Context: an optimization exercise on an open-source flow, tuned for small area, a short achievable clock period and few clock cycles. The choices shown serve that exercise and are no tape-out recipe.
At most, simulation tests tie the RTL to the original design; equivalence was not proved.
For run 1, only the layout was checked, not whether the RTL still works.
Power is estimated from default activity; no workload was simulated.

## flow/config.mk

```make
export PLATFORM = sky130hd
export DESIGN_NAME = cpu_core
export DESIGN_NICKNAME = cpu_core
export VERILOG_FILES = /design/flow/design.v
export SDC_FILE = /design/flow/constraint.sdc
export NUM_CORES = 8
export LEC_CHECK = 0
export CAP_MARGIN = 10
export CORE_MARGIN = 2
export CORE_UTILIZATION = 50
export CTS_BUF_LIST = sky130_fd_sc_hd__clkbuf_4 sky130_fd_sc_hd__clkbuf_8
export PLACE_DENSITY = 0.65
export SETUP_SLACK_MARGIN = 5
export SLEW_MARGIN = 10
```

## flow/design.v

```verilog
`timescale 1ns / 1ps
module md_unit(
    input             clk,
    input             rst_n,
    input             req,       
    input             is_mul,    
    input             uns,       
    input             hi,        
    input      [31:0] a,
    input      [31:0] b,
    input      [4:0]  dst,
    input             rw,
    input             cancel,    
    output            fast,      
    output     [31:0] fast_out,
    output            busy,
    output reg [4:0]  q_dst,
    output reg        q_rw,
    input             wr_ok,
    output            wr,        
    output            ready,     
    output     [31:0] md_out
);
    localparam IDLE = 2'd0, SETUP = 2'd1, ITER = 2'd2, DONE = 2'd3;
    reg [1:0]  phase;
    reg [63:0] P;        
    reg [32:0] X;        
    reg [32:0] Y;        
    reg [4:0]  cnt;
    reg        mul_q, hi_q, neg_q;
    assign fast     = is_mul ? mzero : bz;
    assign fast_out = is_mul ? 32'b0 : (hi ? a : 32'hFFFFFFFF);
    assign busy     = (phase != IDLE);
    assign wr       = (phase == DONE) && wr_ok;
    assign ready    = (phase == DONE);
    wire [32:0] ax = {~uns & a[31], a};
    wire [32:0] bx = {~uns & b[31], b};
    wire        bz = (b == 32'b0);
    function [4:0] top_pair;    
        input [32:0] v;
        reg   [36:0] w;
        integer m;
        reg [3:0] idx;
        reg nz;
        begin
            w = {v[32], v[32], v[32], v, 1'b0};
            idx = 4'd0; nz = 1'b0;
            for (m = 0; m < 9; m = m + 1)
                if (!(w[4*m+4 -: 5] == 5'b00000 || w[4*m+4 -: 5] == 5'b11111)) begin
                    idx = m; nz = 1'b1;
                end
            top_pair = {nz, idx};
        end
    endfunction
    wire [4:0] ta = top_pair(ax);
    wire [4:0] tb = top_pair(bx);
    wire       mzero = (a == 32'b0) | bz;       
    wire       swap  = ta[3:0] < tb[3:0];      
    wire [32:0] x  = X;
    wire        first = (phase == IDLE);
    wire [32:0] yn = first ? (swap ? ax : bx) : Y;
    wire [3:0]  in = first ? (swap ? ta[3:0] : tb[3:0]) : (cnt[3:0] - 4'd1);
    wire [36:0] yw = {yn[32], yn[32], yn[32], yn, 1'b0};
    wire [4:0]  dwn = yw[{in, 2'b00} +: 5];
    reg  [4:0]  dw;
    function [34:0] brow;
        input [2:0]  t;
        input [32:0] xv;
        reg one, two, ng;
        reg [34:0] mag;
        begin
            one = t[1] ^ t[0];
            two = (t[2] & ~t[1] & ~t[0]) | (~t[2] & t[1] & t[0]);
            ng  = t[2] & ~(t[1] & t[0]);
            mag = one ? {xv[32], xv[32], xv} : (two ? {xv[32], xv, 1'b0} : 35'b0);
            brow = mag ^ {35{ng}};
        end
    endfunction
    wire        ng_lo = dw[2] & ~(dw[1] & dw[0]);
    wire        ng_hi = dw[4] & ~(dw[3] & dw[2]);
    wire [34:0] r_lo  = brow(dw[2:0], x);
    wire [34:0] r_hi  = brow(dw[4:2], x);
    wire [41:0] plow  = {2'b00, P[35:0], 1'b0, ng_hi, 1'b0, ng_lo}
                      + {{7{r_lo[34]}}, r_lo}
                      + {{5{r_hi[34]}}, r_hi, 2'b00};
    wire [23:0] p_up  = P[59:36];
    wire [23:0] p_inc = p_up + 24'd1;
    wire [23:0] p_dec = p_up - 24'd1;
    wire [23:0] pnup  = plow[41] ? p_dec : (plow[40] ? p_inc : p_up);
    wire [63:0] pnext = {pnup, plow[39:0]};
    wire        a_neg = ~uns & a[31];
    wire        b_neg = ~uns & b[31];
    wire [31:0] a_abs = a_neg ? -a : a;
    wire [31:0] b_abs = b_neg ? -b : b;
    function [5:0] clz32;
        input [31:0] v;
        integer k;
        reg found;
        begin
            clz32 = 6'd32; found = 1'b0;
            for (k = 31; k >= 0; k = k - 1)
                if (!found && v[k]) begin
                    clz32 = 31 - k; found = 1'b1;
                end
        end
    endfunction
    wire [5:0]  zr = clz32(P[63:32]);
    wire [5:0]  zd = clz32(X[31:0]);
    wire [5:0]  kd = zd - zr;                  
    wire        dsmall = zd < zr;              
    wire [31:0] d_al = X[31:0] << kd[4:0];
    wire [32:0] diff = {1'b0, P[63:32]} - {1'b0, X[31:0]};    
    always @(posedge clk) begin
        if (!rst_n) begin
            phase <= IDLE;
        end else begin
            case (phase)
                IDLE: if (req && !fast) begin
                    mul_q <= is_mul;
                    hi_q  <= hi;
                    q_dst <= dst;
                    q_rw  <= rw;
                    if (is_mul) begin
                        P   <= 64'b0;
                        X   <= swap ? bx : ax;
                        Y   <= swap ? ax : bx;
                        cnt <= {1'b0, swap ? ta[3:0] : tb[3:0]};
                        dw  <= dwn;
                        neg_q <= 1'b0;
                        phase <= ITER;
                    end else begin
                        P   <= {a_abs, 32'b0};
                        X   <= {1'b0, b_abs};
                        neg_q <= hi ? a_neg : (a_neg ^ b_neg);
                        phase <= SETUP;
                    end
                end
                SETUP: begin
                    X   <= {1'b0, d_al};
                    cnt <= kd[4:0];
                    phase <= dsmall ? DONE : ITER;
                end
                ITER: begin
                    if (mul_q) begin
                        P  <= pnext;
                        dw <= dwn;
                    end else begin
                        P[31:0] <= {P[30:0], ~diff[32]};
                        if (!diff[32]) P[63:32] <= diff[31:0];
                        X <= {2'b0, X[31:1]};
                    end
                    cnt <= cnt - 5'd1;
                    if (cnt == 5'd0) phase <= DONE;
                end
                default: if (wr_ok) phase <= IDLE;
            endcase
            if (phase != IDLE && cancel) q_rw <= 1'b0;
        end
    end
    wire [31:0] v = hi_q ? P[63:32] : P[31:0];
    assign md_out = neg_q ? -v : v;
endmodule
`timescale 1ns / 1ps
module alu(
    input      [31:0] a,         
    input      [31:0] b,         
    input      [4:0]  sa,        
    input      [4:0]  rdf,       
    input             sub,       
    input             lsa,       
    input             slt_u,     
    input      [1:0]  lop,       
    input             sh_var,    
    input             sh_left,   
    input             sh_srca,   
    input             sh_ext,    
    input             sh_ins,    
    input      [1:0]  sh_fill,   
    input             sel_nez,   
    input             s_add,
    input             s_slt,
    input             s_log,
    input             s_sh,
    input             s_sel,
    input             s_imm,
    input             kill,
    output     [31:0] sum_out,   
    output     [31:0] result
);
    reg [31:0] a_add;
    always @* begin
        if (lsa)
            case (sa[1:0])
                2'd0: a_add = {a[30:0], 1'b0};
                2'd1: a_add = {a[29:0], 2'b0};
                2'd2: a_add = {a[28:0], 3'b0};
                default: a_add = {a[27:0], 4'b0};
            endcase
        else
            a_add = a;
    end
    wire [31:0] b_add = sub ? ~b : b;
    wire [32:0] sum   = {1'b0, a_add} + {1'b0, b_add} + {32'b0, sub};
    wire        lt    = slt_u ? ~sum[32] : ((a[31] ^ b[31]) ? a[31] : sum[31]);
    reg [31:0] lres;
    always @* begin
        case (lop)
            2'b00: lres = a & b;
            2'b01: lres = a | b;
            2'b10: lres = a ^ b;
            default: lres = ~(a | b);
        endcase
    end
    wire [31:0] rx  = sh_srca ? a : b;
    wire [4:0]  m   = sh_var ? a[4:0] : sa;
    wire [4:0]  mr  = sh_left ? ~m : m;
    wire [31:0] r0  = mr[0] ? {rx[0],     rx[31:1]}  : rx;
    wire [31:0] r1  = mr[1] ? {r0[1:0],   r0[31:2]}  : r0;
    wire [31:0] r2  = mr[2] ? {r1[3:0],   r1[31:4]}  : r1;
    wire [31:0] r3  = mr[3] ? {r2[7:0],   r2[31:8]}  : r2;
    wire [31:0] r4  = mr[4] ? {r3[15:0],  r3[31:16]} : r3;
    wire [31:0] rot = sh_left ? {r4[0], r4[31:1]} : r4;
    wire [4:0]  nm = ~m;
    reg  [31:0] tm, tr, tm_rev;
    integer i;
    always @* begin
        for (i = 0; i < 32; i = i + 1) begin
            tm[i] = (i <= nm);
            tr[i] = (i <= rdf);
        end
        for (i = 0; i < 32; i = i + 1)
            tm_rev[i] = tm[31 - i];
    end
    wire [31:0] mask = sh_ins ? (tr & tm_rev) : sh_ext ? tr : sh_left ? tm_rev : tm;
    reg         fbit;
    always @* begin
        case (sh_fill)
            2'b00: fbit = 1'b0;
            2'b01: fbit = b[31];
            2'b10: fbit = b[7];
            default: fbit = b[15];
        endcase
    end
    wire [31:0] fill = sh_ins ? b : {32{fbit}};
    wire [31:0] shres = (rot & mask) | (fill & ~mask);
    wire        bz   = (b == 32'b0);
    wire        selc = sel_nez ? ~bz : bz;
    assign sum_out = sum[31:0];
    assign result = ({32{s_add & ~kill}} & sum[31:0])
                  | ({32{s_slt & ~kill}} & {31'b0, lt})
                  | ({32{s_log & ~kill}} & lres)
                  | ({32{s_sh  & ~kill}} & shres)
                  | ({32{s_sel & ~kill & selc}} & a)
                  | ({32{s_imm & ~kill}} & b);
endmodule
`timescale 1ns / 1ps
module regfile(
    input             clk,
    input             rst_n,
    input             we,
    input      [4:0]  wa,
    input      [31:0] wd,
    input      [4:0]  ra1,
    input      [4:0]  ra2,
    output     [31:0] rd1,
    output     [31:0] rd2
);
    reg [31:0] r [1:31];
    wire [31:0] wdg = rst_n ? wd : 32'b0;
    integer i;
    always @(posedge clk) begin
        for (i = 1; i < 32; i = i + 1)
            if (!rst_n || (we && wa == i))
                r[i] <= wdg;
    end
    reg [31:0] o1, o2;
    always @* begin
        o1 = 32'b0; o2 = 32'b0;
        for (i = 1; i < 32; i = i + 1) begin
            o1 = o1 | ({32{ra1 == i}} & r[i]);
            o2 = o2 | ({32{ra2 == i}} & r[i]);
        end
    end
    assign rd1 = o1;
    assign rd2 = o2;
endmodule
`timescale 1ns / 1ps
module cpu_core(
    input           clk,
    input           rst_n,
    output [31:0]   imem_addr,
    input  [31:0]   imem_rdata,
    output [31:0]   dmem_addr,
    output          dmem_we,
    output [3:0]    dmem_wstrb,
    output [31:0]   dmem_wdata,
    input  [31:0]   dmem_rdata
);
    reg  [31:0] pc;
    assign imem_addr = pc;
    wire [31:0] ins = imem_rdata;
    wire [5:0]  op  = ins[31:26];
    wire [4:0]  rs  = ins[25:21];
    wire [4:0]  rt  = ins[20:16];
    wire [4:0]  rd  = ins[15:11];
    wire [4:0]  sa  = ins[10:6];
    wire [5:0]  fn  = ins[5:0];
    wire R      = (op == 6'b000000);
    wire J      = (op[5:1] == 5'b00001);
    wire REGIMM = (op == 6'b000001);
    wire SP3    = (op == 6'b011111);
    wire nal_bal = REGIMM && (rt[4:1] == 4'b1000);
    wire bshfl  = SP3 && (fn == 6'b100000);
    reg wr_r, wr_i;
    always @* begin
        casez (fn)
            6'b000???: wr_r = 1'b1;
            6'b0010??: wr_r = 1'b1;
            6'b0110??: wr_r = 1'b1;
            6'b10????: wr_r = 1'b1;
            6'b1101?1: wr_r = 1'b1;
            default:   wr_r = 1'b0;
        endcase
        casez (op)
            6'b000011: wr_i = 1'b1;
            6'b001???: wr_i = 1'b1;
            6'b100???: wr_i = 1'b1;
            6'b011111: wr_i = 1'b1;
            default:   wr_i = 1'b0;
        endcase
    end
    wire [4:0] dst  = (R || bshfl) ? rd : ((op == 6'b000011 || nal_bal) ? 5'd31 : rt);
    wire       d_rw = ((R && wr_r) || wr_i || nal_bal) && (dst != 5'd0);
    wire d_load  = (op[5:3] == 3'b100);
    wire d_store = (op[5:2] == 4'b1010) || (op == 6'b101110) || (op[5:3] == 3'b111);
    wire d_set   = (op[5:1] == 5'b00101) || (R && fn[5:1] == 5'b10101);
    wire d_md    = R && (fn[5:2] == 4'b0110);
    wire d_ismul = ~fn[1];
    wire d_def   = (op[5:3] == 3'b001) || (R && fn[5:3] == 3'b100) || d_load || d_store;
    wire d_shift = R && (fn[5:3] == 3'b000);
    wire d_link  = (op == 6'b000011) || (R && fn == 6'b001001) || nal_bal;
    wire d_sel   = R && (fn == 6'b110101 || fn == 6'b110111);
    wire d_lsa   = R && (fn == 6'b000101);
    wire [2:0] dexe  = (d_load || d_store) ? 3'b001 : (R ? fn[2:0] : op[2:0]);
    wire d_aui   = (op == 6'b001111);
    wire d_logic = dexe[2] && !(dexe == 3'b111 && d_aui);
    wire s_slt = d_set;
    wire s_def = !d_set && !d_md && d_def;
    wire s_add = s_def && !d_logic;
    wire s_log = s_def && d_logic;
    wire s_shf = !d_set && !d_md && !d_def && d_shift;
    wire s_lnk = !d_set && !d_md && !d_def && !d_shift && d_link;
    wire br_or_above = d_set || d_md || d_def || d_shift || d_link
                     || (op[5:2] == 4'b0001) || (REGIMM && (rt == 5'b10001 || rt == 5'b00001));
    wire s_sp3 = !br_or_above && SP3;
    wire s_sel = !br_or_above && !SP3 && d_sel;
    wire sp3_ext = (fn == 6'b000000);
    wire sp3_ins = (fn == 6'b000100);
    wire sp3_seb = bshfl && (sa == 5'b10000);
    wire sp3_seh = bshfl && (sa == 5'b11000);
    wire x_add = s_add || (s_shf && d_lsa);
    wire x_sh  = (s_shf && !d_lsa && fn[1:0] != 2'b01) || (s_sp3 && (sp3_ext || sp3_ins || sp3_seb || sp3_seh));
    wire [31:0] pc4 = pc + 32'd4;
    wire [31:0] pc8 = pc + 32'd8;
    wire [31:0] sext = {{16{ins[15]}}, ins[15:0]};
    wire [31:0] zext = {16'b0, ins[15:0]};
    wire        alu_src = (op[5:3] == 3'b001) || op[5] || s_lnk;
    wire [31:0] d_imm = s_lnk ? pc8 :
                        d_aui ? {ins[15:0], 16'b0} :
                        (op[5:2] == 4'b0011) ? zext : sext;
    wire d_beq  = (op == 6'b000100);
    wire d_bne  = (op == 6'b000101);
    wire d_blez = (op == 6'b000110);
    wire d_bgtz = (op == 6'b000111);
    wire d_bgez = REGIMM && (rt == 5'b00001);
    wire d_jr   = R && (fn[5:1] == 5'b00100);
    wire d_jmp  = J || (REGIMM && rt == 5'b10001);    
    wire [31:0] br_target = pc4 + {sext[29:0], 2'b00};
    wire [31:0] d_target = J ? {pc4[31:28], ins[25:0], 2'b00} : br_target;
    reg         m_rw;
    reg  [4:0]  m_dst;
    wire [31:0] m_wd;                 
    wire        md_wr;
    wire [4:0]  md_dst;
    wire        md_busy;
    wire        md_qrw;
    wire [31:0] md_out;
    wire [31:0] rf1, rf2;
    regfile rf(
        .clk(clk), .rst_n(rst_n),
        .we(m_rw || (md_wr && md_qrw)), .wa(md_wr ? md_dst : m_dst), .wd(md_wr ? md_out : m_wd),
        .ra1(rs), .ra2(rt), .rd1(rf1), .rd2(rf2)
    );
    wire        md_ready;
    wire byp1  = m_rw && m_dst == rs;
    wire byp2  = m_rw && m_dst == rt;
    wire bypq1 = md_ready && md_qrw && md_dst == rs;
    wire bypq2 = md_ready && md_qrw && md_dst == rt;
    wire [31:0] rsv = byp1 ? m_wd : (bypq1 ? md_out : rf1);
    wire [31:0] rtv = byp2 ? m_wd : (bypq2 ? md_out : rf2);
    reg         ex_rw, ex_load, e_md;
    reg  [4:0]  ex_dst;
    wire        e_fast;               
    wire        e_rw_now = ex_rw && !(e_md && !e_fast);
    wire fwa = e_rw_now && ex_dst == rs;
    wire fwb = e_rw_now && ex_dst == rt;
    wire [4:0]  rt_id  = (op == 6'b000011 || nal_bal) ? 5'd31 : rt;
    wire        ldh    = ex_load && ex_rw;
    wire        ld_use = ldh && (ex_dst == rs || ex_dst == rt_id)
                       && !(d_store && ex_dst == rt_id);
    wire        pend = md_busy || (e_md && !e_fast);
    wire [4:0]  pdst = md_busy ? md_dst : ex_dst;
    wire        prw  = md_busy ? md_qrw : ex_rw;
    wire        md_hz = pend && (d_md || (prw && (rs == pdst || rt == pdst) && !md_ready));
    wire        waw   = pend && prw && d_rw && dst == pdst;
    wire        wrap   = (pc == 32'h00008000);
    wire        drop   = wrap && (ld_use || e_md);
    wire        hold   = !drop && (ld_use || md_hz);    
    wire        kill   = drop || hold;                   
    wire        cancel = waw && !kill;
    reg [31:0] e_a, e_b;
    reg        e_fa, e_fb;
    reg        e_mul, e_uns, e_hi;
    reg [31:0] e_target;              
    reg        e_fc;                  
    reg [4:0]  e_sa, e_rd;
    reg        e_sub, e_lsa, e_sltu, e_shvar, e_shleft, e_shsrca, e_shext, e_shins, e_selnez;
    reg [1:0]  e_fill, e_lop;
    reg        e_s_add, e_s_slt, e_s_log, e_s_sh, e_s_sel, e_s_imm;
    reg        e_beq, e_bne, e_blez, e_bgtz, e_bgez, e_jr, e_jmp, e_store;
    reg [2:0]  e_ltype;
    always @(posedge clk) begin
        if (!rst_n) begin
            ex_rw <= 1'b0; ex_load <= 1'b0; e_md <= 1'b0;
            e_beq <= 1'b0; e_bne <= 1'b0; e_blez <= 1'b0; e_bgtz <= 1'b0; e_bgez <= 1'b0;
            e_jr <= 1'b0; e_jmp <= 1'b0; e_store <= 1'b0;
        end else begin
            ex_rw <= d_rw && !kill; ex_load <= d_load && !kill; e_md <= d_md && !kill;
            e_beq <= d_beq && !kill; e_bne <= d_bne && !kill; e_blez <= d_blez && !kill;
            e_bgtz <= d_bgtz && !kill; e_bgez <= d_bgez && !kill;
            e_jr <= d_jr && !kill; e_jmp <= d_jmp && !kill; e_store <= d_store && !kill;
        end
    end
    always @(posedge clk) begin
        ex_dst <= dst;
        e_a <= rsv;
        e_b <= alu_src ? d_imm : rtv;
        e_fa <= fwa;
        e_fb <= fwb && !alu_src;
        e_fc <= fwb;
        e_mul <= d_ismul; e_uns <= fn[0];
        e_hi <= d_ismul ? (sa != 5'd2) : (sa == 5'd3);
        e_target <= d_store ? rtv : d_target;
        e_sa <= bshfl ? 5'd0 : sa;
        e_rd <= sp3_seh ? 5'd15 : (sp3_seb ? 5'd7 : rd);
        e_sub <= (dexe[2:1] == 2'b01) || d_set;
        e_lsa <= d_lsa;
        e_sltu <= R ? fn[0] : op[0];
        e_shvar <= R && (fn[5:2] != 4'b0000);
        e_shleft <= R ? (fn[1:0] == 2'b00) : sp3_ins;
        e_shsrca <= !R && !bshfl;
        e_shext <= !R && (sp3_ext || bshfl);
        e_shins <= !R && sp3_ins;
        e_fill <= R ? {1'b0, fn[1:0] == 2'b11} : {bshfl, bshfl && sa[3]};
        e_selnez <= fn[1];
        e_lop <= dexe[1:0];
        e_s_add <= x_add; e_s_slt <= s_slt; e_s_log <= s_log; e_s_sh <= x_sh;
        e_s_sel <= s_sel; e_s_imm <= s_lnk;
        e_ltype <= op[2:0];
    end
    reg  [31:0] m_res;
    wire [31:0] A  = e_fa ? m_res : e_a;
    wire [31:0] B  = e_fb ? m_res : e_b;
    wire [31:0] SD = e_fc ? m_wd : e_target;
    wire [31:0] md_fast_out;
    md_unit md(
        .clk(clk), .rst_n(rst_n),
        .req(e_md), .is_mul(e_mul), .uns(e_uns), .hi(e_hi),
        .a(A), .b(B), .dst(ex_dst), .rw(ex_rw && !cancel), .cancel(cancel),
        .fast(e_fast), .fast_out(md_fast_out),
        .busy(md_busy), .q_dst(md_dst), .q_rw(md_qrw),
        .wr_ok(!m_rw), .wr(md_wr), .ready(md_ready), .md_out(md_out)
    );
    wire [31:0] alu_out, addr;
    alu alu0(
        .a(A), .b(B), .sa(e_sa), .rdf(e_rd),
        .sub(e_sub), .lsa(e_lsa), .slt_u(e_sltu), .lop(e_lop),
        .sh_var(e_shvar), .sh_left(e_shleft), .sh_srca(e_shsrca), .sh_ext(e_shext),
        .sh_ins(e_shins), .sh_fill(e_fill), .sel_nez(e_selnez),
        .s_add(e_s_add), .s_slt(e_s_slt), .s_log(e_s_log), .s_sh(e_s_sh),
        .s_sel(e_s_sel), .s_imm(e_s_imm), .kill(e_md),
        .sum_out(addr), .result(alu_out)
    );
    wire [31:0] e_res = ({32{e_md}} & md_fast_out) | alu_out;
    wire a_zero = (A == 32'b0);
    wire eq     = (A == B);
    wire taken  = e_jmp || e_jr
               || (e_beq && eq) || (e_bne && !eq)
               || (e_blez && (A[31] || a_zero))
               || (e_bgtz && !A[31] && !a_zero)
               || (e_bgez && !A[31]);
    wire [31:0] jtarget = e_jr ? A : e_target;
    reg         rd_pend;
    reg  [31:0] rd_tgt;
    always @(posedge clk) begin
        if (!rst_n) begin
            pc <= 32'hFFFFE000;
            rd_pend <= 1'b0;
        end else if (wrap && !hold) begin
            pc <= 32'hFFFFE000;
            rd_pend <= 1'b0;
        end else if (!hold) begin
            pc <= rd_pend ? rd_tgt : (taken ? jtarget : pc4);
            rd_pend <= 1'b0;
        end else if (taken) begin
            rd_pend <= 1'b1;
            rd_tgt <= jtarget;
        end
    end
    reg        m_load, m_store;
    reg [31:0] m_sd;
    reg [2:0]  m_ltype;
    always @(posedge clk) begin
        if (!rst_n) begin
            m_rw <= 1'b0; m_load <= 1'b0; m_store <= 1'b0;
        end else begin
            m_rw <= e_rw_now; m_load <= ex_load; m_store <= e_store;
        end
    end
    always @(posedge clk) begin
        m_dst <= ex_dst; m_res <= e_res; m_sd <= SD; m_ltype <= e_ltype;
    end
    reg  [3:0]  strb;
    reg  [31:0] wword;
    always @* begin
        casez ({m_ltype[1:0], m_res[1:0]})
            4'b0000: begin strb = 4'b0001; wword = {24'b0, m_sd[7:0]};        end
            4'b0001: begin strb = 4'b0010; wword = {16'b0, m_sd[7:0], 8'b0};  end
            4'b0010: begin strb = 4'b0100; wword = {8'b0, m_sd[7:0], 16'b0};  end
            4'b0011: begin strb = 4'b1000; wword = {m_sd[7:0], 24'b0};        end
            4'b010?: begin strb = 4'b0011; wword = {16'b0, m_sd[15:0]};       end
            4'b011?: begin strb = 4'b1100; wword = {m_sd[15:0], 16'b0};       end
            4'b11??: begin strb = 4'b1111; wword = m_sd;                      end
            default: begin strb = 4'b0000; wword = 32'b0;                     end
        endcase
    end
    assign dmem_addr  = m_res;
    assign dmem_we    = m_store;
    assign dmem_wstrb = strb;
    assign dmem_wdata = wword;
    wire [7:0]  lbyte = m_res[1] ? (m_res[0] ? dmem_rdata[31:24] : dmem_rdata[23:16])
                                 : (m_res[0] ? dmem_rdata[15:8]  : dmem_rdata[7:0]);
    wire [15:0] lhalf = m_res[1] ? dmem_rdata[31:16] : dmem_rdata[15:0];
    reg  [31:0] ldata;
    always @* begin
        case (m_ltype)
            3'b000:  ldata = {{24{lbyte[7]}}, lbyte};
            3'b001:  ldata = {{16{lhalf[15]}}, lhalf};
            3'b100:  ldata = {24'b0, lbyte};
            3'b101:  ldata = {16'b0, lhalf};
            default: ldata = dmem_rdata;
        endcase
    end
    assign m_wd = m_load ? ldata : m_res;
endmodule
```

## flow/flow/run.sh

```bash
#!/bin/bash
set -euo pipefail
bash standard.sh SETUP_SLACK_MARGIN=7.3 MATCH_CELL_FOOTPRINT=0 \
  "BUFFER_PORTS_ARGS=-buffer_cell sky130_fd_sc_hd__buf_2" finish > run_standard.log 2>&1
```

## flow/constraint.sdc

```tcl
create_clock -name core_clock -period 13.0 [get_ports {clk}]
set_input_delay 2.6000 -clock core_clock [delete_from_list [all_inputs] [get_ports {clk}]]
set_output_delay 2.6000 -clock core_clock [all_outputs]
set_load 0.01 [all_outputs]
```

## flow/standard.sh

```bash
#!/bin/bash
# synth_recipe.tcl (not shown) runs the flow's synth.tcl, then flattens the netlist and writes it again
# the make line also repeats each setting of config.mk as NAME=value (left out here)
make -C /OpenROAD-flow-scripts/flow DESIGN_CONFIG=/design/flow/config.mk WORK_HOME=/design/flow/orfs CLKGATE_MAP_FILE= SYNTH_SCRIPT=/design/flow/synth_recipe.tcl "${@:-finish}"
```

==> impl_metrics.yaml, run 1 <==
sta:
  finalCritPeriodShare: 0.467
  slew_violations: 0
  worst_pin_slew_ns: 1.46
  setup_viol_count_final: 0
  tns_ns: 0
  finalHoldViolations: 0
  rsz0062_at_grt: "true"
  slew_headroom: 0.0216
  timing.fmax_ghz: 0.165
  finClkSkew_ns: 0.118
  min_period_ns: 6.07
final_layout:
  fin_cells: 11500
  seq_area_sq_um: 40500
  n_fill_cell: 15300
  drive_above_1_share: 0.155
  multi_input_area_sq_um: 46500
  fin_nets: 9237
  synthToLayoutAreaGrowth_pct: 12.8
worst_setup_path:
  crit_start: "imem_rdata[18]"
  path_cells: "buf_2 -> nand3_1 -> nor2_4 -> buf_4 -> a221oi_1 -> nand4_1 -> nor3_1 -> a21oi_1 -> a21oi_1 -> o221ai_1 -> o21a_1"
  crit_path_end: "e_b[4]$_DFF_P_"
  arrival_ns: 7.10
  reg2reg_to: "m_res[29]$_DFF_P_"
  rr_startpoint: "m_res[10]$_DFF_P_"
  crit_path_frequent_cell: "a21oi_1"
  required_ns: 14.03
  worstSetupPathType: "input port to flop"
  critPathMaxFanout: 18
  start_kind: "input port"
  cpMaxStageDelayCell: "nor2_4"
  endpoint_kind: "flop"
  reg2reg_depth: 18
  r2r_slack_ns: 7.23
  slowest_delay_ns: 0.96
place:
  port_buffers: 166
  gp_congestion: 1.11
  dp.final_hpwl_mm: 301
  placed_cells: 11000
floorplanning:
  die-area_sq_um: 181000
  rows: 154
  core-area_sq_um: 176000
  num_io_pins: 167
  die_h_um: 425
  initial_utilization: 0.503
  die_w_um: 425
yosys:
  synth_seq_area_share: 0.455
  yosys.area.top_type_share: 0.397
  synth_edf_count: 1173
  syn-num-nets: 9146
  postSynthCellCount: 8813
  ys_warn_count: 5
  yosysTopAreaCell: "edfxtp_1"
  synth.most_common_cell: "edfxtp_1"
  synth.avg_cell_area_sq_um: 10.1
  syn_area_sq_um: 88800
  yosys.cell_types.count: 99
  async_flop_share: 0
  synth_common_cells: "1173 x edfxtp_1, 833 x nor2_1, 603 x a21oi_1, 574 x clkbuf_1, 549 x nand2_1"
  ys_ff_latch: 1433
  synth_flop_cell: "edfxtp_1"
  synth_area_leaders: "edfxtp_1 40%, dfxtp_1 5.9%, a22oi_1 4.4%, nor2_1 3.5%, mux2i_1 3.5%"
power_and_ir_drop:
  powerDensity_nw_per_um2: 156
  power_mw: 15.6
  ir_worst_vdd_mv: 0.117
  power.leakage_nw: 37.3
routing:
  vias_per_cell: 7.77
  dr.pass1.iters: 17
  drt-total-wl_mm: 470
  post_drt_wl_per_cell_um: 40.9
  drc: 0
  ant_nets: 0
  vias: 89100
  drt_iter0_markers: 22200
cts:
  cts_tree: "done"
  cts-root-buf: "clkbuf_8"
  clk_pin_slew_worst_paths_ns: 0.07
  htreeDepth: 4
  clockBufferDepth: 3
  cts_made_buffers: 238
  clk_latency_ns: 1.11
  cts.sinks: 1433
global_routing:
  grt_use_total: 0.501
  grt_max_degree: 92
  grt_pass1_vias: 81000
  antenna_found_initial: 40
  grt_pass1_wl_mm: 637
  overflow: 0
outcome:
  outcome: "timing/DRC/antenna clean"
run:
  maxCapViolCount: 0
worst_hold_path:
  hp-class: "flop to flop"
layout by cell type, fill, tap and decap left out, types with 249 or more instances in the layout:
cell and n:
edfxtp_1 1173, nor2_1 765, a21oi_1 585, nand2_1 548
a22oi_1 518, o21ai_0 441, buf_4 357, a221oi_1 288
mux2i_1 283, clkbuf_8 257, xnor2_1 255, a22o_1 249
registers in the layout, indices dropped and copies added, names as in the netlist, 5 cells and up:
register  cells
e_a          32
e_b          32
e_rd          5
e_sa          5
e_target     32
ex_dst        5
m_dst         5
m_res        32
m_sd         32
md.P         64
md.X         33
md.Y         33
md.cnt        5
md.dw         5
md.q_dst      5
pc           32
rd_tgt       32
rf.r        992
timing repair:
item,4_1_cts,5_1_grt
gates cloned,4,6
hold buffers,0,0
pin swaps,8,23
setup buffers,16,22
resized for setup,42,90
endpoints found under the setup margin,203,316
kinds of logic (layout without fill, tap and decap cells):
kind of cell	Yosys count	count (layout)	synth area share
adder cells (fa/ha/maj)	267	267	0.0411
AO/OA/AOI/OAI	2970	2972	0.230
AND/OR/NAND/NOR	2294	2299	0.119
flip-flops	1433	1433	0.455
buffers and inverters	951	1236	0.0419
other	0	34	0
multiplexers	468	468	0.0691
XOR/XNOR	430	430	0.0429
worst min-delay path by stage:
stage / startpoint / end / slack (ns) / cells past startpoint
finish: e_ltype[1]$_DFF_P_ / m_ltype[1]$_DFF_P_ / 0.33 / 0
global route: e_ltype[1]$_DFF_P_ / m_ltype[1]$_DFF_P_ / 0.34 / 0
CTS: e_ltype[0]$_DFF_P_ / m_ltype[0]$_DFF_P_ / 0.33 / 0
detailed placement: e_ltype[0]$_DFF_P_ / m_ltype[0]$_DFF_P_ / 0.31 / 0
global placement: e_ltype[0]$_DFF_P_ / m_ltype[0]$_DFF_P_ / 0.31 / 0
floorplan: e_ltype[0]$_DFF_P_ / m_ltype[0]$_DFF_P_ / 0.31 / 0
final cells by class:
type	instances	area share
Clock inverter	128	0.0134
Sequential cell	1433	0.404
Clock buffer	313	0.0394
Antenna cell	34	0.000850
Tap cell	2340	0.0293
Inverter	250	0.00964
Timing Repair Buffer	544	0.0388
Timing Repair inverter	1	0.0000500
Multi-Input combinational cell	6436	0.464
power by group:
part,internal [mW],leakage [nW],total (mW),switching [mW]
clock network,2.41,2.75,4.49,2.08
registers,5.67,14.0,6.25,0.582
logic,1.51,20.5,4.83,3.32
per-stage QoR:
stage	hold WS, ns	setup WS (ns)	instance area [sq um]	util
6_report	0.326	6.93	100000	0.568
5_1_grt	0.336	7.26	100000	0.567
4_1_cts	0.327	7.23	99200	0.563
3_5_place_dp	0.312	5.95	93600	0.531
3_3_place_gp	0.311	5.98	93600	0.531
2_1_floorplan	0.310	7.31	88900	-
layer usage:
metal  routed length (um)  GRT usage  vias to the layer above
met3                83100      0.254                     3138
met1               155000      0.606                    41900
met4                48500      0.368                       33
li1                     -          -                    34400
met2               182000      0.679                     9654
met5                  473     0.0169                        -
critical path, delay by kind of cell:
kind | cells | cell delay (ns)
AO/OA/AOI/OAI | 5 | 1.67
buffers and inverters | 2 | 1.05
AND/OR/NAND/NOR | 4 | 1.68
==> inputs of run 2 (changes only) <==
--- a/flow/design.v
+++ b/flow/design.v
@@ -411,7 +411,11 @@
     wire        pend = md_busy || (e_md && !e_fast);
     wire [4:0]  pdst = md_busy ? md_dst : ex_dst;
     wire        prw  = md_busy ? md_qrw : ex_rw;
-    wire        md_hz = pend && (d_md || (prw && (rs == pdst || rt == pdst) && !md_ready));
+    wire        rd_rs = !J;
+    wire        rd_rt = R || (op[5:1] == 5'b00010) || d_store || SP3;
+    wire        md_raw = prw && ((rd_rs && rs == pdst) || (rd_rt && rt == pdst)) && !md_ready;
+    wire        md_full = md_busy ? !md_wr : (e_md && !e_fast);
+    wire        md_hz = pend && md_raw || d_md && md_full;
     wire        waw   = pend && prw && d_rw && dst == pdst;
     wire        wrap   = (pc == 32'h00008000);
     wire        drop   = wrap && (ld_use || e_md);
==> run 2 against run 1 <==
Combinational power up 7.0%. Clock power up 0.9%. Largest cell class unchanged. Synthesized cell count down 0.91%. Routed wire length up 1.2%. Critical path type unchanged. First-iteration DRC count down 2.1%.
==> impl_metrics.yaml, run 2 <==
global_routing:
  antenna_found_initial: 59
  grt_pass1_vias: 80500
  overflow: 0
  grt_pass1_wl_mm: 642
  grt_use_total: 0.509
  grt_max_degree: 83
routing:
  post_drt_wl_per_cell_um: 41.5
  ant_nets: 0
  vias: 88800
  dr.pass1.iters: 20
  drt-total-wl_mm: 475
  vias_per_cell: 7.76
  drt_iter0_markers: 21800
  drc: 0
sta:
  slew_headroom: 0.0407
  timing.fmax_ghz: 0.167
  timing.hold.ws_ns: 0.329
  slew_violations: 0
  finClkSkew_ns: 0.0960
  worst_pin_slew_ns: 1.43
  finalCritPeriodShare: 0.460
  setup_viol_count_final: 0
  finalHoldViolations: 0
  tns_ns: 0
  min_period_ns: 5.97
  rsz0062_at_grt: "true"
worst_setup_path:
  worstSetupPathType: "input port to flop"
  required_ns: 13.93
  start_kind: "input port"
  arrival_ns: 6.90
  endpoint_kind: "flop"
  critPathMaxFanout: 16
  path_cells: "buf_2 -> nand2_2 -> nor2_4 -> buf_4 -> buf_4 -> a22o_1 -> a221oi_1 -> nand4_1 -> nor3_1 -> nor2_1 -> mux2i_1 -> a21oi_1"
  slowest_delay_ns: 0.52
  crit_path_frequent_cell: "buf_4"
  cp.buffers_inverters: 3
  cp_top_family: "simple AND/OR/NAND/NOR gates"
  cpMaxStageDelayCell: "buf_2"
cts:
  htreeDepth: 4
  cts_made_buffers: 237
  ctsHoldBuffers: 0
  clk_latency_ns: 1.10
  clockBufferDepth: 3
  cts.sinks: 1433
  cts_tree: "done"
  clk_pin_slew_worst_paths_ns: 0.06
  cts-root-buf: "clkbuf_8"
place:
  placed_cells: 10900
  dp.final_hpwl_mm: 304
  gp_congestion: 1.07
  port_buffers: 166
yosys:
  synth_edf_count: 1173
  synth_area_leaders: "edfxtp_1 40%, dfxtp_1 5.9%, a21oi_1 3.6%, mux2i_1 3.6%, a22oi_1 3.6%"
  syn-num-nets: 9066
  async_flop_share: 0
  synth_xor_area_frac: 0.0435
  yosys.cell_types.count: 94
  synth_flop_cell: "edfxtp_1"
  yosysTopAreaCell: "edfxtp_1"
  synthAdderAreaFrac: 0.0413
  synth_top_family_by_area: "compound AO/OA/AOI/OAI gates"
  ys_warn_count: 5
  ys_ff_latch: 1433
  synth_common_cells: "1173 x edfxtp_1, 760 x nor2_1, 642 x a21oi_1, 604 x clkbuf_1, 562 x nand2_1"
  synth.most_common_cell: "edfxtp_1"
  synth.avg_cell_area_sq_um: 10.1
  syn_area_sq_um: 88300
  yosys.area.top_type_share: 0.399
  synth_seq_area_share: 0.458
  synth_compound_area_frac: 0.228
  synth-simple-area-share: 0.122
  muxShareOfSynthArea: 0.0654
  postSynthCellCount: 8733
final_layout:
  reg.largest.list: "rf.r: 992 flops, md.P: 64 flops"
  synthToLayoutAreaGrowth_pct: 13.3
  final_cell_mix: "1173 x edfxtp_1, 690 x nor2_1, 618 x a21oi_1, 559 x nand2_1, 418 x o21ai_0"
  final_common_cell: "edfxtp_1"
  fin_util: 0.569
  regMostFlops: "rf.r"
  n_fill_cell: 15200
  largest_reg_flops: 992
  drive_above_1_share: 0.162
  fin_cells: 11400
  fin_nets: 9164
floorplanning:
  core-area_sq_um: 176000
  initial_utilization: 0.502
  die_h_um: 424
  die-area_sq_um: 180000
  die_w_um: 424
  rows: 154
  num_io_pins: 167
power_and_ir_drop:
  power.leakage_nw: 37.2
  powerDensity_nw_per_um2: 160
  ir_worst_vdd_mv: 0.128
  power_mw: 16.0
run:
  maxCapViolCount: 0
worst_hold_path:
  hp-class: "flop to flop"
outcome:
  outcome: "timing/DRC/antenna clean"
run 2: worst register-to-register path, stage by stage (launching register included):
cell and delay, ns:
dfxtp_2 0.41, buf_12 0.25, mux2i_4 0.57, clkinvlp_4 0.45
nor3_1 0.35, a22oi_1 0.16, o21ba_2 0.28, nor2_1 0.05
nor2_1 0.15, nor2_1 0.08, inv_1 0.06, ha_1 0.21
o21ai_0 0.18, nand2b_1 0.09, a21oi_2 0.15, buf_6 0.25
nor4b_1 0.10, or3_4 0.53, mux4_2 0.36, nor2b_1 0.17
a211oi_1 0.25, o221ai_1 0.19
run 2: cell families after synthesis:
| logic type | after synthesis |
|---|---|
| multiplexers | 457 |
| flip-flops | 1433 |
| adder cells (fa/ha/maj) | 267 |
| AO/OA/AOI/OAI | 2891 |
| buffers and inverters | 958 |
| XOR/XNOR | 434 |
| AND/OR/NAND/NOR | 2293 |
run 2: stage by stage:
stage          setup WS, ns  instance area, sq um
3_5_place_dp           5.73                 93100
6_report               7.03                100000
3_3_place_gp           5.76                 93100
2_1_floorplan          7.25                 88400
4_1_cts                7.30                 99100
5_1_grt                7.27                 99900
run 2: repair_timing:
action | in CTS | in global routing
pin swaps | 15 | 27
hold endpoints to repair | 0 | 0
buffers inserted | 15 | 34
setup endpoints to repair | 214 | 257
cloned | 3 | 4
resized for setup | 88 | 91
run 2: layer usage:
metal	wire (um)	global-route usage	vias up
li1	-	-	34200
met1	158000	0.612	42100
met2	183000	0.679	9436
met3	83100	0.259	3014
met4	49600	0.395	64
met5	1530	0.0437	-
run 2: cell type report:
type | count | area, sq um | area share
inverters | 246 | 967 | 0.00967
diodes | 71 | 178 | 0.00178
well taps | 2340 | 2930 | 0.0293
clock inverters | 127 | 1310 | 0.0131
flip-flops and latches | 1433 | 40400 | 0.404
clock buffers | 316 | 3990 | 0.0399
multi-input cells | 6346 | 46200 | 0.462
repair buffers | 567 | 4030 | 0.0403
run 2: final timing paths:
check	from	to	slack [ns]	cells past startpoint
max	imem_rdata[16]	e_target[9]$_DFF_P_	7.03	12
min	e_ltype[2]$_DFF_P_	m_ltype[2]$_DFF_P_	0.33	0
max reg2reg	e_fb$_DFF_P_	md.dw[0]$_DFFE_PP_	7.43	21
min reg2reg	e_ltype[2]$_DFF_P_	m_ltype[2]$_DFF_P_	0.33	0
run 2: power by group:
group	internal [mW]	switching [mW]	total, mW
logic	1.63	3.54	5.17
clock network	2.40	2.14	4.53
registers	5.72	0.603	6.32
Testbench counts of run 2, summed over its fixed seeds: cycles 76,130.
==> inputs of run 3 (changes only) <==
--- a/flow/config.mk
+++ b/flow/config.mk
@@ -9,6 +9,8 @@
 export CORE_MARGIN = 2
 export CORE_UTILIZATION = 50
 export CTS_BUF_LIST = sky130_fd_sc_hd__clkbuf_4 sky130_fd_sc_hd__clkbuf_8
+export CTS_CLUSTER_DIAMETER = 60
+export CTS_CLUSTER_SIZE = 12
 export PLACE_DENSITY = 0.65
 export SETUP_SLACK_MARGIN = 5
 export SLEW_MARGIN = 10
==> run 3 against run 2 <==
Power shrank 6.6%. Clock skew increased by 0.042 ns. Utilization down 1.1 points. Routed wire length is 0.33% lower. Clock power shrank 24%. Via count fell by 0.61%. Critical endpoint is now e_b[3]$_DFF_P_. Largest cell class unchanged. Largest power group unchanged.
==> impl_metrics.yaml, run 3 <==
outcome:
  outcome: "timing/DRC/antenna clean"
final_layout:
  fin_util: 0.558
  reg.largest.list: "rf.r: 992 flops, md.P: 64 flops"
  seq_area_sq_um: 40400
  synthToLayoutAreaGrowth_pct: 11.1
  regMostFlops: "rf.r"
  final_cell_mix: "1173 x edfxtp_1, 691 x nor2_1, 617 x a21oi_1, 559 x nand2_1"
  multi_input_area_sq_um: 46200
  largest_reg_flops: 992
  fin_nets: 9098
  drive_above_1_share: 0.152
  final_common_cell: "edfxtp_1"
  n_fill_cell: 15400
place:
  dp.final_hpwl_mm: 304
  port_buffers: 166
  pre_cts_ws_ns: 5.73
  gp_congestion: 1.07
yosys:
  postSynthCellCount: 8733
  async_flop_share: 0
  ys_ff_latch: 1433
  synth-simple-area-share: 0.122
  syn-num-nets: 9066
  muxShareOfSynthArea: 0.0654
  yosys.cell_types.count: 94
  synth_top_family_by_area: "compound AO/OA/AOI/OAI gates"
  synth_xor_area_frac: 0.0435
  synthAdderAreaFrac: 0.0413
  yosysTopAreaCell: "edfxtp_1"
  synth.most_common_cell: "edfxtp_1"
  synth_flop_cell: "edfxtp_1"
  synth_common_cells: "1173 x edfxtp_1, 760 x nor2_1, 642 x a21oi_1, 604 x clkbuf_1, 562 x nand2_1"
  syn_area_sq_um: 88300
  synth_compound_area_frac: 0.228
  synth_area_leaders: "edfxtp_1 40%, dfxtp_1 5.9%, a21oi_1 3.6%, mux2i_1 3.6%, a22oi_1 3.6%"
  ys_warn_count: 5
  yosys.area.top_type_share: 0.399
  synth.avg_cell_area_sq_um: 10.1
  synth_seq_area_share: 0.458
  synth_edf_count: 1173
floorplanning:
  die_h_um: 424
  core-area_sq_um: 176000
  die-area_sq_um: 180000
  initial_utilization: 0.502
  num_io_pins: 167
  rows: 154
  die_w_um: 424
global_routing:
  grt_pass1_wl_mm: 639
  antenna_found_initial: 59
  grt_use_total: 0.507
  grt_pass1_vias: 79600
  grt_max_degree: 83
  overflow: 0
sta:
  finClkSkew_ns: 0.138
  setup_ws_ns: 6.97
  tns_ns: 0
  finalCritPeriodShare: 0.464
  slew_headroom: 0.0700
  slew_violations: 0
  setup_viol_count_final: 0
  finalHoldViolations: 0
  worst_pin_slew_ns: 1.39
  min_period_ns: 6.03
  timing.fmax_ghz: 0.166
  timing.hold.ws_ns: 0.333
  rsz0062_at_grt: "true"
cts:
  cts-root-buf: "clkbuf_8"
  clk_latency_ns: 1.09
  clockBufferDepth: 3
  cts_tree: "done"
  cts.sinks: 1433
  clk_pin_slew_worst_paths_ns: 0.08
  cts_made_buffers: 162
  htreeDepth: 4
routing:
  dr.pass1.iters: 17
  ant_nets: 0
  post_drt_wl_per_cell_um: 42.1
  drt-total-wl_mm: 474
  drt_iter0_markers: 20800
  drc: 0
  vias: 88300
  vias_per_cell: 7.85
power_and_ir_drop:
  powerDensity_nw_per_um2: 152
  ir_worst_vdd_mv: 0.122
  power.leakage_nw: 36.2
worst_setup_path:
  arrival_ns: 7.05
  crit_start: "imem_rdata[16]"
  required_ns: 14.02
  critPathMaxFanout: 24
  start_kind: "input port"
  rr_startpoint: "e_fb$_DFF_P_"
  endpoint_kind: "flop"
  worstSetupPathType: "input port to flop"
worst_hold_path:
  hp-class: "flop to flop"
  min_from: "e_ltype[0]$_DFF_P_"
run:
  maxCapViolCount: 0
## run 3: cell count changes in the layout (fill, tap and decap cells not counted), moves of 3 or more
cell | previous run | this run
clkbuf_8 | 259 | 164
clkinv_1 | 59 | 13
clkinv_2 | 39 | 7
clkbuf_4 | 57 | 32
diode_2 | 71 | 50
inv_8 | 0 | 11
buf_4 | 380 | 389
bufinv_16 | 18 | 10
inv_6 | 1 | 9
clkinv_16 | 7 | 0
clkinv_4 | 3 | 8
buf_6 | 10 | 6
inv_16 | 1 | 5
inv_4 | 2 | 5
## run 3: stage by stage
step                      cells  instance area, sq um  power [mW]
after detailed placement  10900                 93100        11.1
after CTS                 11200                 97100        14.4
after global routing      11200                 98000        15.2
after global placement    10900                 93100        11.0
final                     11300                 98100        15.0
after floorplan            8733                 88400        8.91
## run 3: worst paths after layout
check | to | slack, ns | depth (start not counted)
setup reg to reg | md.dw[0]$_DFFE_PP_ | 7.25 | 21
hold / removal | m_ltype[0]$_DFF_P_ | 0.33 | 0
setup / recovery | e_b[3]$_DFF_P_ | 6.97 | 12
hold reg to reg | m_ltype[0]$_DFF_P_ | 0.33 | 0
## run 3: logic make-up (layout without fill, tap and decap cells)
logic type	after synthesis	count (layout)
compound gates	2891	2892
simple gates	2293	2296
flops	1433	1433
buf+inv	958	1082
mux	457	457
xor+xnor	434	434
fa+ha+maj	267	267
other cells	0	50
## run 3: routing by layer
metal,GRT usage,part of all wire,vias up
li1,-,-,33900
met1,0.612,0.33,42000
met2,0.681,0.39,9363
met3,0.256,0.17,3003
met4,0.384,0.10,69
met5,0.0376,0.0027,-
## run 3: area by class of cell
cell class	instances	share of cell area
repair buffers	576	0.0422
well taps	2340	0.0298
diodes	50	0.00128
multi-input cells	6346	0.470
clock inverters	64	0.00876
flip-flops and latches	1433	0.412
inverters	246	0.00988
clock buffers	196	0.0255
## run 3: report_power, final
part | leakage [nW] | internal (mW) | switching [mW] | total (mW)
logic | 20.4 | 1.65 | 3.56 | 5.21
registers | 14.0 | 5.71 | 0.599 | 6.31
clock network | 1.74 | 1.53 | 1.92 | 3.45
total | 36.2 | 8.88 | 6.08 | 15.0
## run 3: what timing repair did
action	in CTS	in global routing
setup endpoints to repair	209	294
gates cloned	3	3
hold buffers	0	0
pin swaps	15	25
gates resized for setup	88	90
setup buffers	15	44
## run 3: critical path, stage by stage
cell and delay, ns:
buf_2 0.51, nand2_2 0.44, nor2_4 0.60, buf_4 0.65
a221oi_1 0.23, nand4_1 0.13, nor3_1 0.10, a21oi_1 0.86
a21oi_2 0.40, nor2_1 0.21, a311oi_1 0.07, a21oi_1 0.13
==> inputs of run 4 (changes only) <==
==> flow/flow/run.sh (replaced) <==
#!/bin/bash
set -euo pipefail
bash standard.sh SETUP_SLACK_MARGIN=7.6 MATCH_CELL_FOOTPRINT=0 \
  "BUFFER_PORTS_ARGS=-buffer_cell sky130_fd_sc_hd__buf_2" finish > run_standard.log 2>&1
==> run 4 against run 3 <==
Still clean. Synthesized area is the same. Die area stayed put. Routed wire length is 0.25% higher. Global-route usage rose by 0.11 points. Via count rose by 0.31%. Largest power group unchanged.
==> impl_metrics.yaml, run 4 <==
final_layout:
  fin_util: 0.567
  reg.largest.list: "rf.r: 992 flops, md.P: 64 flops"
  largest_reg_flops: 992
  final_common_cell: "edfxtp_1"
  final_cell_mix: "1173 x edfxtp_1, 683 x nor2_1, 610 x a21oi_1, 558 x nand2_1, 437 x buf_4"
  drive_above_1_share: 0.171
  fin_nets: 9178
  n_fill_cell: 15300
  synthToLayoutAreaGrowth_pct: 12.8
  regMostFlops: "rf.r"
yosys:
  synth_edf_count: 1173
  synth_flop_cell: "edfxtp_1"
  synth_area_leaders: "edfxtp_1 40%, dfxtp_1 5.9%, a21oi_1 3.6%, mux2i_1 3.6%, a22oi_1 3.6%"
  syn-num-nets: 9066
  yosys.cell_types.count: 94
  ys_ff_latch: 1433
  synth.most_common_cell: "edfxtp_1"
  async_flop_share: 0
  synth.avg_cell_area_sq_um: 10.1
  postSynthCellCount: 8733
  ys_warn_count: 5
  synth_common_cells: "1173 x edfxtp_1, 760 x nor2_1, 642 x a21oi_1, 604 x clkbuf_1, 562 x nand2_1"
  synth_seq_area_share: 0.458
  yosys.area.top_type_share: 0.399
  yosysTopAreaCell: "edfxtp_1"
  syn_area_sq_um: 88300
routing:
  drt_iter0_markers: 21100
  dr.pass1.iters: 20
  ant_nets: 0
  drc: 0
  vias_per_cell: 7.82
  post_drt_wl_per_cell_um: 41.9
  vias: 88600
  drt-total-wl_mm: 475
sta:
  slew_headroom: 0.0646
  timing.hold.ws_ns: 0.332
  timing.fmax_ghz: 0.173
  slew_violations: 0
  finalCritPeriodShare: 0.446
  rsz0062_at_grt: "true"
  min_period_ns: 5.79
  worst_pin_slew_ns: 1.40
  finalHoldViolations: 0
  setup_viol_count_final: 0
  finClkSkew_ns: 0.0948
  tns_ns: 0
cts:
  clk_latency_ns: 1.07
  cts_made_buffers: 160
  cts.sinks: 1433
  htreeDepth: 4
  clockBufferDepth: 3
  ctsHoldBuffers: 0
  clk_pin_slew_worst_paths_ns: 0.09
  cts-root-buf: "clkbuf_8"
  cts_tree: "done"
global_routing:
  overflow: 0
  antenna_found_initial: 54
  grt_pass1_wl_mm: 641
  grt_max_degree: 83
  grt_pass1_vias: 80000
  grt_use_total: 0.508
worst_hold_path:
  hp-class: "flop to flop"
  min_path_cells: 0
  hold_path_end: "m_ltype[0]$_DFF_P_"
  min_from: "e_ltype[0]$_DFF_P_"
worst_setup_path:
  endpoint_kind: "flop"
  slowest_delay_ns: 0.87
  r2r_slack_ns: 7.34
  cpMaxStageDelayCell: "nor2_4"
  cp.buffers_inverters: 2
  path_depth: 11
  cp_top_family: "simple AND/OR/NAND/NOR gates"
  worstSetupPathType: "input port to flop"
  reg2reg_depth: 22
  rr_startpoint: "md.dw[1]$_DFFE_PP_"
  path_cells: "buf_2 -> nand2_1 -> nor2_4 -> buf_4 -> a22o_1 -> a221oi_1 -> nand3_1 -> nor2_1 -> nand4_1 -> o22ai_1 -> o21ai_0"
  reg2reg_to: "md.P[49]$_DFFE_PP_"
  arrival_ns: 6.66
  required_ns: 13.87
  critPathMaxFanout: 20
  start_kind: "input port"
place:
  port_buffers: 166
  dp.final_hpwl_mm: 304
  gp_congestion: 1.07
floorplanning:
  rows: 154
  die_w_um: 424
  initial_utilization: 0.502
  num_io_pins: 167
  die-area_sq_um: 180000
  die_h_um: 424
  core-area_sq_um: 176000
power_and_ir_drop:
  internal-power_mw: 8.85
  switching_share: 0.407
  power.leakage_nw: 36.7
  powerDensity_nw_per_um2: 150
  p_seq_frac: 0.423
  power_switching_mw: 6.07
  clkPwrFrac: 0.218
  ir_worst_vdd_mv: 0.130
  pwr-share-comb: 0.359
outcome:
  outcome: "timing/DRC/antenna clean"
run:
  maxCapViolCount: 0
==> run 4: cell count changes in the layout (fill, tap and decap cells not counted), moves of 9 or more <==
cell,previous run,this run
buf_4,389,437
o21ai_1,11,26
buf_6,6,20
ha_1,214,203
o21ai_0,418,398
ha_4,8,17
==> run 4: how the worst max path moves through the flow <==
stage | start | endpoint | slack, ns
5_1_grt | md.dw[1]$_DFFE_PP_ | md.P[49]$_DFFE_PP_ | 7.21
2_1_floorplan | imem_rdata[0] | e_target[28]$_DFF_P_ | 7.48
3_3_place_gp | md.dw[2]$_DFFE_PP_ | md.P[60]$_DFFE_PP_ | 5.75
3_5_place_dp | md.dw[2]$_DFFE_PP_ | md.P[63]$_DFFE_PP_ | 5.63
6_report | imem_rdata[24] | e_a[10]$_DFF_P_ | 7.21
4_1_cts | md.dw[1]$_DFFE_PP_ | md.P[49]$_DFFE_PP_ | 7.46
==> run 4: per-layer routing <==
layer | wire length (um) | GRT usage
met3 | 81200 | 0.247
met1 | 158000 | 0.615
met2 | 185000 | 0.691
met5 | 1200 | 0.0288
met4 | 49400 | 0.382
==> run 4: repair_timing <==
item / CTS / global route
cloned: 12 / 8
gates resized for setup: 189 / 159
buffers inserted: 64 / 75
pin swaps: 69 / 73
setup endpoints to repair: 491 / 366
==> run 4: worst reg2reg max path, cell delays in order, from the launching register on <==
cell	delay, ns
edfxtp_1	0.46
or3b_4	0.44
o21a_4	0.14
nor2_4	0.18
buf_12	0.16
buf_6	0.10
a22oi_2	0.05
xnor2_1	0.24
fa_1	0.51
ha_4	0.32
nand3_4	0.08
or4_4	0.43
or3_4	0.42
o21ai_4	0.22
a31oi_4	0.17
a2111oi_4	0.38
a211oi_4	0.07
buf_12	0.15
buf_6	0.12
nor4b_4	0.34
a31oi_1	0.16
xor2_1	0.16
o21ai_1	0.08
==> run 4: logic make-up after synthesis <==
kind of cell / share of synthesized area
multiplexers: 0.0654
AND/OR/NAND/NOR: 0.122
XOR/XNOR: 0.0435
flip-flops: 0.458
AO/OA/AOI/OAI: 0.228
adder cells (fa/ha/maj): 0.0413
buffers and inverters: 0.0419
==> run 4: cell type report <==
class | instances | area [sq um] | share of cell area
multi-input cells | 6352 | 47000 | 0.472
clock buffers | 201 | 2550 | 0.0256
clock inverters | 54 | 552 | 0.00554
inverters | 246 | 975 | 0.00979
flip-flops and latches | 1433 | 40500 | 0.406
diodes | 52 | 130 | 0.00131
repair buffers | 652 | 4970 | 0.0499
well taps | 2340 | 2930 | 0.0294
==> run 4: stage by stage <==
stage / instances / total power, mW / setup WS [ns] / instance area [sq um]
6_report: 11300 / 14.9 / 7.21 / 99600
5_1_grt: 11300 / 15.2 / 7.21 / 99500
4_1_cts: 11200 / 14.3 / 7.46 / 98000
3_5_place_dp: 10900 / 11.1 / 5.63 / 93100
3_3_place_gp: 10900 / 11.0 / 5.75 / 93100
2_1_floorplan: 8733 / 8.92 / 7.48 / 88500
==> run 4: power groups by stage <==
| stage | clock [mW] | combinational (mW) | sequential [mW] |
|---|---|---|---|
| floorplan | 0 | 2.89 | 6.03 |
| global route | 3.38 | 5.52 | 6.30 |
| finish | 3.25 | 5.36 | 6.31 |
| global placement | 0 | 4.70 | 6.35 |
| CTS | 3.20 | 4.89 | 6.25 |
| detailed placement | 0 | 4.73 | 6.34 |
==> inputs of run 5 (changes only) <==
--- a/flow/design.v
+++ b/flow/design.v
@@ -392,12 +392,12 @@
         .ra1(rs), .ra2(rt), .rd1(rf1), .rd2(rf2)
     );
     wire        md_ready;
-    wire byp1  = m_rw && m_dst == rs;
-    wire byp2  = m_rw && m_dst == rt;
     wire bypq1 = md_ready && md_qrw && md_dst == rs;
     wire bypq2 = md_ready && md_qrw && md_dst == rt;
-    wire [31:0] rsv = byp1 ? m_wd : (bypq1 ? md_out : rf1);
-    wire [31:0] rtv = byp2 ? m_wd : (bypq2 ? md_out : rf2);
+    wire [31:0] rsv = bypq1 ? md_out : rf1;
+    wire [31:0] rtv = bypq2 ? md_out : rf2;
+    wire fma = m_rw && m_dst == rs;
+    wire fmb = m_rw && m_dst == rt;
     reg         ex_rw, ex_load, e_md;
     reg  [4:0]  ex_dst;
     wire        e_fast;               
@@ -423,10 +423,10 @@
     wire        kill   = drop || hold;                   
     wire        cancel = waw && !kill;
     reg [31:0] e_a, e_b;
-    reg        e_fa, e_fb;
+    reg        e_fa, e_fb, e_wa, e_wb;
     reg        e_mul, e_uns, e_hi;
     reg [31:0] e_target;              
-    reg        e_fc;                  
+    reg        e_fc, e_wc;            
     reg [4:0]  e_sa, e_rd;
     reg        e_sub, e_lsa, e_sltu, e_shvar, e_shleft, e_shsrca, e_shext, e_shins, e_selnez;
     reg [1:0]  e_fill, e_lop;
@@ -452,6 +452,9 @@
         e_fa <= fwa;
         e_fb <= fwb && !alu_src;
         e_fc <= fwb;
+        e_wa <= fma;
+        e_wb <= fmb && !alu_src;
+        e_wc <= fmb;
         e_mul <= d_ismul; e_uns <= fn[0];
         e_hi <= d_ismul ? (sa != 5'd2) : (sa == 5'd3);
         e_target <= d_store ? rtv : d_target;
@@ -473,9 +476,10 @@
         e_ltype <= op[2:0];
     end
     reg  [31:0] m_res;
-    wire [31:0] A  = e_fa ? m_res : e_a;
-    wire [31:0] B  = e_fb ? m_res : e_b;
-    wire [31:0] SD = e_fc ? m_wd : e_target;
+    reg  [31:0] w_wd;                 
+    wire [31:0] A  = e_fa ? m_res : (e_wa ? w_wd : e_a);
+    wire [31:0] B  = e_fb ? m_res : (e_wb ? w_wd : e_b);
+    wire [31:0] SD = e_fc ? m_wd : (e_wc ? w_wd : e_target);
     wire [31:0] md_fast_out;
     md_unit md(
         .clk(clk), .rst_n(rst_n),
@@ -566,4 +570,5 @@
         endcase
     end
     assign m_wd = m_load ? ldata : m_res;
+    always @(posedge clk) w_wd <= m_wd;
 endmodule
==> flow/flow/run.sh (replaced) <==
#!/bin/bash
set -euo pipefail
bash standard.sh SETUP_SLACK_MARGIN=7.3 MATCH_CELL_FOOTPRINT=0 \
  "BUFFER_PORTS_ARGS=-buffer_cell sky130_fd_sc_hd__buf_2" finish > run_standard.log 2>&1
--- a/flow/config.mk
+++ b/flow/config.mk
@@ -7,10 +7,8 @@
 export LEC_CHECK = 0
 export CAP_MARGIN = 10
 export CORE_MARGIN = 2
-export CORE_UTILIZATION = 50
+export CORE_UTILIZATION = 45
 export CTS_BUF_LIST = sky130_fd_sc_hd__clkbuf_4 sky130_fd_sc_hd__clkbuf_8
-export CTS_CLUSTER_DIAMETER = 60
-export CTS_CLUSTER_SIZE = 12
-export PLACE_DENSITY = 0.65
+export PLACE_DENSITY = 0.55
 export SETUP_SLACK_MARGIN = 5
 export SLEW_MARGIN = 10
==> run 5 against run 4 <==
Now fails the layout checks on max-capacitance violations, max-slew violations. Setup slack worse by 0.026 ns. Routed wire length is 5.3% higher. Count of clock-buffer cells in the layout is 178 higher. Critical path type unchanged. Largest cell class unchanged. Largest power group is now combinational logic.
==> impl_metrics.yaml, run 5 <==
outcome:
  outcome: "finished with violations"
  check.faults: "max-capacitance violations, max-slew violations"
sta:
  finalHoldViolations: 0
  slew_headroom: -0.0227
  worst_pin_slew_ns: 1.52
  timing.fmax_ghz: 0.172
  min_period_ns: 5.82
  tns_ns: 0
  setup_viol_count_final: 0
  finClkSkew_ns: 0.0938
  rsz0062_at_grt: "true"
  finalCritPeriodShare: 0.448
  setup_ws_ns: 7.18
  slew_violations: 2
worst_setup_path:
  arrival_ns: 6.64
  reg2reg_depth: 23
  required_ns: 13.83
  endpoint_kind: "flop"
  start_kind: "input port"
  critPathMaxFanout: 20
  worstSetupPathType: "input port to flop"
yosys:
  synth.most_common_cell: "edfxtp_1"
  synth_flop_cell: "edfxtp_1"
  synth_common_cells: "1173 x edfxtp_1, 774 x nand2_1, 645 x nor2_1, 567 x o21ai_0, 547 x clkbuf_1"
  synth.avg_cell_area_sq_um: 10.0
  synth_seq_area_share: 0.455
  yosysTopAreaCell: "edfxtp_1"
  syn-num-nets: 9331
  yosys.area.top_type_share: 0.390
  async_flop_share: 0
  synth_area_leaders: "edfxtp_1 39%, dfxtp_1 6.5%, mux2i_1 4.5%, a22oi_1 4.0%, nand2_1 3.2%"
  postSynthCellCount: 8998
  yosys.cell_types.count: 116
  ys_warn_count: 5
  ys_ff_latch: 1468
  syn_area_sq_um: 90400
  synth_edf_count: 1173
power_and_ir_drop:
  power.leakage_nw: 37.8
  ir_worst_vdd_mv: 0.147
  powerDensity_nw_per_um2: 175
final_layout:
  drive_above_1_share: 0.177
  synthToLayoutAreaGrowth_pct: 14.1
  fin_nets: 9487
  reg.largest.list: "rf.r: 992 flops, md.P: 64 flops"
  n_fill_cell: 18200
  final_cell_mix: "1173 x edfxtp_1, 770 x nand2_1, 566 x nor2_1, 503 x o21ai_0, 478 x a22oi_1"
  final_common_cell: "edfxtp_1"
  regMostFlops: "rf.r"
  largest_reg_flops: 992
global_routing:
  grt_pass1_vias: 81000
  grt_pass1_wl_mm: 671
  overflow: 0
  grt_max_degree: 71
  grt_use_total: 0.471
  antenna_found_initial: 38
routing:
  drt_iter0_markers: 16800
  drc: 0
  ant_nets: 0
  post_drt_wl_per_cell_um: 41.6
  dr.pass1.iters: 12
  vias_per_cell: 7.37
  drt-total-wl_mm: 500
  vias: 88500
cts:
  cts_tree: "done"
  htreeDepth: 5
  cts.sinks: 1468
  cts_made_buffers: 281
  clk_latency_ns: 1.09
  clk_pin_slew_worst_paths_ns: 0.07
  cts-root-buf: "clkbuf_8"
  clockBufferDepth: 4
place:
  port_buffers: 166
  dp.final_hpwl_mm: 324
  gp_congestion: 1.03
  pre_cts_ws_ns: 5.64
floorplanning:
  num_io_pins: 167
  rows: 164
  initial_utilization: 0.453
  die_h_um: 452
  die_w_um: 452
  core-area_sq_um: 200000
  die-area_sq_um: 205000
worst_hold_path:
  min_path_cells: 0
  hp-class: "flop to flop"
run:
  maxCapViolCount: 1
## run 5: cell count changes after synthesis, moves of 32 or more
cell      previous run  this run
o21a_1              21        91
a21oi_1            642       468
nand2_1            562       774
a22oi_1            418       481
clkbuf_1           604       547
dfxtp_1            260       295
o211ai_1            70       111
mux2i_1            317       409
a22o_1             281       249
o21ai_0            460       567
buf_2               26        72
a221oi_1           326       269
nor2_1             760       645
## run 5: repair_timing
action                                  CTS  global route
pin swaps                                39            59
endpoints found under the setup margin  360           241
hold buffers                              0             0
cloned                                    4             6
gates resized for setup                 129           157
buffers inserted                         49            82
## run 5: worst max-delay path, stage by stage
cell      delay, ns
buf_2          0.27
nand2b_1       0.76
nor2_4         0.37
buf_4          0.45
a22o_1         0.28
a221oi_1       0.29
nand4_1        0.14
nor3_1         1.17
a21oi_1        0.26
## run 5: report_power, final
| part | total [mW] | switching [mW] | internal [mW] |
|---|---|---|---|
| registers | 6.56 | 0.674 | 5.89 |
| clock network | 4.75 | 2.11 | 2.64 |
| logic | 6.78 | 4.50 | 2.28 |
| total | 18.1 | 7.29 | 10.8 |
## run 5: final cells by class
type                            instances  area, sq um  share of cell area
Multi-Input combinational cell       6529        47500               0.461
Sequential cell                      1468        41200               0.399
Clock buffer                          379         4770              0.0462
Timing Repair Buffer                  617         4540              0.0440
Tap cell                             2656         3320              0.0322
Inverter                              255         1040              0.0101
Clock inverter                         85          766             0.00742
Antenna cell                           25         62.6            0.000606
Timing Repair inverter                  2         10.0           0.0000970
## run 5: metrics by stage
| step | instance area [sq um] | total power [mW] | instances | util | hold WS (ns) |
|---|---|---|---|---|---|
| 2_1_floorplan | 90500 | 10.1 | 8998 | - | 0.310 |
| 3_3_place_gp | 95000 | 12.7 | 11400 | 0.476 | 0.312 |
| 3_5_place_dp | 95000 | 12.7 | 11400 | 0.476 | 0.312 |
| 4_1_cts | 102000 | 17.5 | 11900 | 0.509 | 0.327 |
| 5_1_grt | 103000 | 18.6 | 12000 | 0.516 | 0.343 |
| 6_report | 103000 | 18.1 | 12000 | 0.517 | 0.326 |
## run 5: layer usage
metal	share of wire	up-vias	wire length, um	track usage
met3	0.14	2309	71000	0.168
met4	0.090	32	44800	0.338
met5	0.00057	-	283	0.00163
met2	0.41	8264	205000	0.667
met1	0.36	42900	180000	0.594
li1	-	35000	-	-
## run 5: path summary, 6_finish.rpt
kind / from / slack, ns / endpoint
worst max register to register: md.dw[0]$_DFFE_PP_ / 7.21 / md.P[61]$_DFFE_PP_
worst max-delay path: imem_rdata[24] / 7.18 / e_a[24]$_DFF_P_
worst min-delay path: e_ltype[0]$_DFF_P_ / 0.33 / m_ltype[0]$_DFF_P_
worst min register to register: e_ltype[0]$_DFF_P_ / 0.33 / m_ltype[0]$_DFF_P_
## run 5: cell families after synthesis
group,synth area share
mux,0.0721
simple gates,0.124
xor+xnor,0.0405
flops,0.455
fa+ha+maj,0.0403
buf+inv,0.0457
compound gates,0.222
Testbench counts of run 5, summed over its fixed seeds: cycles 76,130.

==> what the ideal ports hide <==
The results above use ideal ports. As a check the final layouts listed here were re-extracted and re-timed, cells and wires unchanged. Step 1: set_driving_cell puts a clkbuf_16 on clk and a buf_2 on each other input, an assumption about the parent block. Step 2 times the ports against the registers' clock, not the clock port: input delays grow and output delays shrink by t, the midpoint of the rising clock arrivals with the driver on. a / b / c = ideal / step 1 / step 2; a / b = the first two.
| run | shift t [ns] | slack for setup (ns) | worst register clock-pin slew, ns | worst slew at a driven data input, ns | cell pins on the clock port's net |
|---|---|---|---|---|---|
| run 1 | 1.154 | 6.929 / 6.995 / 5.841 | 0.07 / 0.07 | 0.12 | 1 |
| run 2 | 1.144 | 7.025 / 6.960 / 5.816 | 0.08 / 0.08 | 0.28 | 1 |
| run 3 | 1.127 | 6.966 / 6.897 / 5.770 | 0.10 / 0.10 | 0.25 | 1 |
| run 4 | 1.105 | 7.208 / 7.263 / 6.158 | 0.10 / 0.10 | 0.17 | 1 |
| run 5 | 1.130 | 7.182 / 7.193 / 6.063 | 0.08 / 0.08 | 0.40 | 1 |
The setup slack of run 2, which loses most, moves by -0.065 ns with the drivers and by -1.209 ns with both steps.
